This design comes from an exercise in tuning for small area on the open sky130 flow, not from production work.
Function was checked by simulation only, so behaviour that the tests miss may differ from the original.
Power figures rest on the tool's default switching activity, not on a simulated workload.

## design/flow/config.mk

```make
export PLATFORM = sky130hd
export DESIGN_NAME = RISCtop
export DESIGN_NICKNAME = RISCtop
export VERILOG_FILES = /design/flow/design.v
export SDC_FILE = /design/flow/constraint.sdc
export NUM_CORES = 4
export LEC_CHECK = 0
export ABC_AREA = 1
export CAP_MARGIN = 20
export CORE_MARGIN = 2
export CORE_UTILIZATION = 40
export PLACE_DENSITY = 0.6
export SLEW_MARGIN = 20
```

## design/flow/constraint.sdc

```tcl
create_clock -name core_clock -period 10.0 [get_ports {clk}]
set_input_delay 2.0000 -clock core_clock [delete_from_list [all_inputs] [get_ports {clk}]]
set_output_delay 2.0000 -clock core_clock [all_outputs]
set_load 0.01 [all_outputs]
```

## design/flow/design.v

```verilog
module RISCtop(
    input  [15:0] data_from_rom,
    input         reset,
    input         clk,
    input  [15:0] data_from_ram,
    output [5:0]  address_to_rom,
    output        enable_to_rom,
    output [15:0] data_to_ram,
    output        write_enable_to_ram,
    output        read_enable_to_ram,
    output [5:0]  address_to_ram,
    output        enable_ram_read
    );
    reg        state;       
    reg  [5:0] pc;
    reg        h;           
    reg [15:0] storage;     
    reg [15:0] fields;      
    reg  [3:0] c_op, c_d, c_s, c_t;  
    reg  [7:0] offset;
    reg [15:0] A, B;        
    wire       Z = (A == 16'd0);
    wire [3:0] fop = fields[15:12];
    wire hold  = (fop == 4'd15) && (storage[11:8] != 4'd0);
    wire RW   = (c_op[3] == 1'b0) || (c_op == 4'd8) || (c_op == 4'd9) || (c_op == 4'd12) || (c_op == 4'd13);
    wire wram = (c_op == 4'd10);
    wire rram = (c_op == 4'd9) || (c_op == 4'd12);
    wire [6:0] pc_inc = {1'b0, pc} + 7'd1;
    wire       jl     = (fop == 4'd13);
    wire [5:0] tgt    = (jl ? offset[5:0] : pc) + storage[5:0];
    wire take = (fop == 4'd11 && Z) || (fop == 4'd12 && !Z) || fop == 4'd13 || fop == 4'd14;
    always @(posedge clk or posedge reset) begin
        if (reset) begin
            state <= 1'b0;
            pc <= 6'd0;
            h <= 1'b0;
            offset <= 8'd0;
        end else if (!state) begin
            state <= 1'b1;
            if (h) pc <= pc_inc[5:0];
            h <= 1'b0;
        end else begin
            state <= 1'b0;
            if (hold) h <= 1'b1;
            else begin
                pc <= take ? tgt : (fop == 4'd15) ? A[5:0] : pc_inc[5:0];
                offset <= (fop == 4'd8) ? storage[7:0] : jl ? {1'b0, pc_inc} : 8'd0;
            end
        end
    end
    always @(posedge clk) storage <= data_from_rom;
    always @(posedge clk) begin
        if (reset) fields <= 16'd0;
        else if (state) fields <= storage;
    end
    always @(posedge clk) begin
        if (reset) begin
            c_op <= 4'd0; c_d <= 4'd0; c_s <= 4'd0; c_t <= 4'd0;
        end else if (state && !hold) begin
            c_op <= fop;
            c_d  <= fields[11:8];
            c_s  <= (fop == 4'd8 || fop == 4'd13) ? 4'd0 : fields[7:4];
            c_t  <= (fop[3:2] == 2'b00 || fop == 4'd4) ? fields[3:0] : 4'd0;
        end
    end
    wire        sub  = (c_op[2:0] == 3'd1);
    wire [15:0] sum  = A + (B ^ {16{sub}}) + {15'd0, sub};
    reg  [15:0] F;
    always @(*) begin
        case (c_op[2:0])
            3'd0, 3'd1: F = sum;
            3'd2: F = A & B;
            3'd3: F = A | B;
            3'd4: F = A ^ B;
            3'd5: F = ~A;
            3'd6: F = {A[14:0], 1'b0};
            default: F = {1'b0, A[15:1]};
        endcase
    end
    wire [15:0] D = (c_op[3] == 1'b0) ? F :
                    (c_op == 4'd9 || c_op == 4'd12) ? data_from_ram : {8'd0, offset};
    reg [15:0] r [0:15];
    wire [15:0] wd = reset ? 16'd0 : D;
    genvar gi;
    generate for (gi = 0; gi < 16; gi = gi + 1) begin : g_reg
        always @(posedge clk)
            if (reset || (RW && c_d == gi)) r[gi] <= wd;
    end endgenerate
    always @(posedge clk) begin
        if (reset) begin
            A <= 16'd0; B <= 16'd0;
        end else if (RW) begin
            A <= r[c_s];
            B <= r[c_t];
        end
    end
    assign enable_to_rom       = state;
    assign address_to_rom      = (state | h) ? pc : 6'd0;
    assign write_enable_to_ram = wram;
    assign read_enable_to_ram  = rram;
    assign data_to_ram         = wram ? B : data_from_ram;
    assign address_to_ram      = A[5:0];
    assign enable_ram_read     = 1'b0;
endmodule
```

## design/flow/run.sh

```bash
#!/bin/bash
# synth_recipe.tcl (not shown) runs the flow's synth.tcl, then flattens the netlist and writes it again
# the make line also repeats each setting of config.mk as NAME=value (left out here)
make -C /OpenROAD-flow-scripts/flow DESIGN_CONFIG=/design/flow/config.mk WORK_HOME=/design/flow/orfs CLKGATE_MAP_FILE= SYNTH_SCRIPT=/design/flow/synth_recipe.tcl finish
```

==> results.txt <==
* Worst-Skew Late Latency at approximately 0.57 ns
* Gr usage total at 0.252
* Row Count at 77
* Top delay family on crit path: buffers and inverters
* Fillers at about 4.2k
* Mapped cell area at roughly 18000 µm²
* Worst-margin pin slew at around 1.4 ns
* Commonest non-fill, non-tap cell in the layout: inv_1
* Setup TNS at 0 ns
* Die ar. at 46900 µm²
* Core area at roughly 44000 µm²
* HP Class: flop to flop
* CTS Root Cell: clkbuf_16
* Yosys warning total at 2
* Initial antenna violation count at 0
* Finished Core Util at 0.467
* CP Data Required Time at 8.00 ns
* Post-synth top area share at 0.426
* Sequential power share at 0.480
* Crit Path Category: input port to primary output
* Switching part of the total power at 0.278
* CP startpoint kind: input port
* CTS H-tree depth at 2
* Synth area leaders: edfxtp_1, dfxtp_1, inv_1, nand2_1, o22ai_1
* Pint at roughly 2800 µW
* Slowest stage delay, CP at approximately 0.66 ns
* Vias per inst at ~5.7
* Die Wd at 217 µm
* Skew final at around 0.035 ns
* Arr. time, crit path at 3.37 ns
* Crit. End Element: primary output
* Dpl hpwl at 40600 µm
* Max Cap Viol at 0
* RSZ-0062 raised after global routing: no
* Routed Antenna Nets at 0
* Syn Area/Cell at a little over 9 µm²
* Met3 Usage GRT at 0.0637
* Initial Util at 0.407
* Tmin final at about 5.4 ns
* EDFF count, synth at around 260
* Grt total ovfl at 0
* DRC at 0
* Slowest CP cell: clkdlybuf4s50_1
* Setup repair bufs after CTS at 0
* Max Slew Vio Count at 0
* Post-placement cell area at approximately 19000 µm²
* # diodes at 0
* CP cell instances: clkdlybuf4s50_1, nand2_1, o21ai_0, clkdlybuf4s50_1
* Power share of the combinational group at 0.149
* Port Buf Inserts at between 60 and 70
* Crit Path Max Fanout at 2
* Buf/Inv on CP at 2
* Post-route cell area at slightly above 20000 µm²
* Max Fclk at roughly 190 MHz
* RD Place Congestion at roughly 0.9
* Routed WL at ~60000 µm
* Sw Pwr at 1060 µW
* Largest net degree at the start of global routing at slightly above 60
* Final period util at 0.537
* Sequential fraction of the synthesis area at 0.536
* LEAKAGE at 0.00880 µW
* Clk buf depth at 3
* Synth-to-Final Area Change at 14.8%
* Max VDD drop at between 0.1 and 0.15 mV
* Reg clk slew, reported paths at roughly 0.05 ns
* Number of primary I/O pins at 66
* Die height at roughly 220 µm
* TritonCTS buffer count at between 40 and 50
* Met2 Resource Use GR at 0.393
* Grt peak-use layer: met2
* Cell mode on critical path: clkdlybuf4s50_1
* P per Cell Area at ~180 nW/µm²
* Setup violators final at 0
* Synth area leader: edfxtp_1
* Status: complete, no violations
* Ys flop type: edfxtp_1
* Via count at approximately 15k
* # hold bufs at CTS at 0
* Most frequent cells in the layout: inv_1, nand2_1, edfxtp_1, o22ai_1, a21oi_1
* Flops & latches, synth at around 350
* CTS Sinks at 352
* Relative slew slack at 0.0620
* Initial DRC count at 1679
* Clock share of power at 0.371
* Share of cells above drive strength 1 at 0.0634
* Vias in the first global route at between 10k and 15k
* Post-Syn Instances at 1996
* Routed len/inst at ~22 µm
* Pre-antenna DRT Iters at 5
* Synthesized Nets at roughly 2.1k
* Cts repair resizes at 0
* Ys async rst share at 0.0455
* CTS tree: yes
* Cell variety after synth at between 40 and 50
* First-pass GRT wire length at ~89000 µm
* GR Layer Usage met1 at 0.332
* Count of final hold-check violations at 0
* # nets final at roughly 2.2k
## worst reg2reg max path: cells and delay by family (launching register included)
| family | cells | cell delay, ns |
|---|---|---|
| buffers and inverters | 1 | 0.06 |
| and+or+nand+nor | 7 | 1.47 |
| xor gates and xnor gates | 1 | 0.29 |
| adders and majority gates | 1 | 0.34 |
| AOI/OAI and AO/OA | 4 | 1.29 |
| DFF | 1 | 0.36 |
## final cells by class
cell class	instances	area, µm²	share of cell area
inverter	359	1350	0.0650
sequential	352	9690	0.467
clock inverter	16	121	0.00586
tap	592	741	0.0357
clock buffer	59	1130	0.0546
multi-input combinational	1202	6720	0.324
timing repair buffer	109	978	0.0472
## metal layers
metal	part of all wire	vias to the layer above
met4	0.038	0
li1	-	7051
met3	0.10	144
met5	0	-
met2	0.45	734
met1	0.41	7315
## flip-flops by register name, indices dropped and copies added, names as in the netlist, 4 cells and up
register	flops
c_d	4
c_t	4
pc	6
storage	16
r	256
A	16
offset	8
B	16
c_s	4
c_op	4
fields	16
## power groups by stage
stage	combinational [µW]	sequential, µW	clock, µW
floorplan	350	1840	0
global placement	551	1860	0
global route	630	1850	1500
CTS	566	1830	1440
finish	572	1840	1420
detailed placement	563	1860	0
## per-stage QoR
step	setup slack (ns)	power, µW	hold WS (ns)	cells
final	4.63	3830	0.460	2689
after global routing	4.43	3980	0.487	2689
after CTS	4.60	3840	0.463	2689
after detailed placement	4.64	2430	0.447	2614
after global placement	4.63	2410	0.443	2614
after floorplan	5.69	2190	0.431	1996
## final timing paths
check / slack [ns] / from / depth (start not counted) / endpoint
worst min-delay path: 0.46 / storage[12] / 2 / fields[12]
worst max-delay path: 4.63 / data_from_ram[8] / 4 / data_to_ram[8]
max in group asynchronous: 7.07 / reset / 4 / pc[1]
worst max register to register: 5.85 / c_op[1] / 14 / r[11][14]
worst min register to register: 0.46 / storage[12] / 2 / fields[12]
min in group asynchronous: 2.51 / reset / 4 / offset[4]
## synth_stat cells, types with 2 or more instances
library cell	number
a211oi_1	14
a21oi_1	144
a22o_1	28
a22oi_1	4
a31oi_1	2
and2_1	2
buf_1	3
buf_2	36
buf_4	7
clkbuf_1	36
dfrtp_1	16
dfxtp_1	80
edfxtp_1	256
fa_1	2
ha_1	54
inv_1	356
inv_2	3
nand2_1	348
nand2_2	2
nand3_1	61
nand3b_1	3
nand4_1	43
nor2_1	82
nor2_2	3
nor2_4	2
nor3_1	16
nor3_2	2
nor3b_1	29
nor4_1	21
o2111ai_1	7
o211ai_1	4
o21a_1	2
o21ai_0	121
o221ai_1	8
o22ai_1	169
or2_2	2
xnor2_1	4
xor2_1	18
## logic make-up (layout without fill, tap and decap cells)
| logic type | Yosys count | count (layout) | share of synthesized area |
|---|---|---|---|
| compound gates | 506 | 506 | 0.165 |
| xor+xnor | 22 | 22 | 0.0107 |
| fa+ha+maj | 56 | 56 | 0.0396 |
| buf+inv | 442 | 543 | 0.0959 |
| flops | 352 | 352 | 0.536 |
| other cells | 1 | 1 | 0.000208 |
| simple gates | 617 | 617 | 0.152 |

## separate check: timing with driven ports
In the flow no input, the clock included, has a driving cell. The finished layout below was timed again as built, in two steps.
Step 1 (the two cells are an assumption about what drives the block):
set clk [get_ports {clk}]
set_driving_cell -lib_cell sky130_fd_sc_hd__clkbuf_16 $clk
set_driving_cell -lib_cell sky130_fd_sc_hd__buf_2 [delete_from_list [all_inputs] $clk]
Step 2, shift: input delay + t, output delay - t, t = (earliest + latest rising clock arrival at the registers) / 2. This alone moves slack from input paths to output paths.
Slacks: ideal ports / drivers / drivers and shift; pairs: ideal ports / drivers.
shift t [ns]: 0.607
setup WS [ns]: 4.628 / 4.582 / 4.600
worst setup path at the end: input to output
latest minus earliest clock arrival (ns): 0.035 / 0.036
After both steps this run still meets setup and hold. For this run, drivers alone change the setup slack by -0.046 ns; drivers and shift together by -0.028 ns.
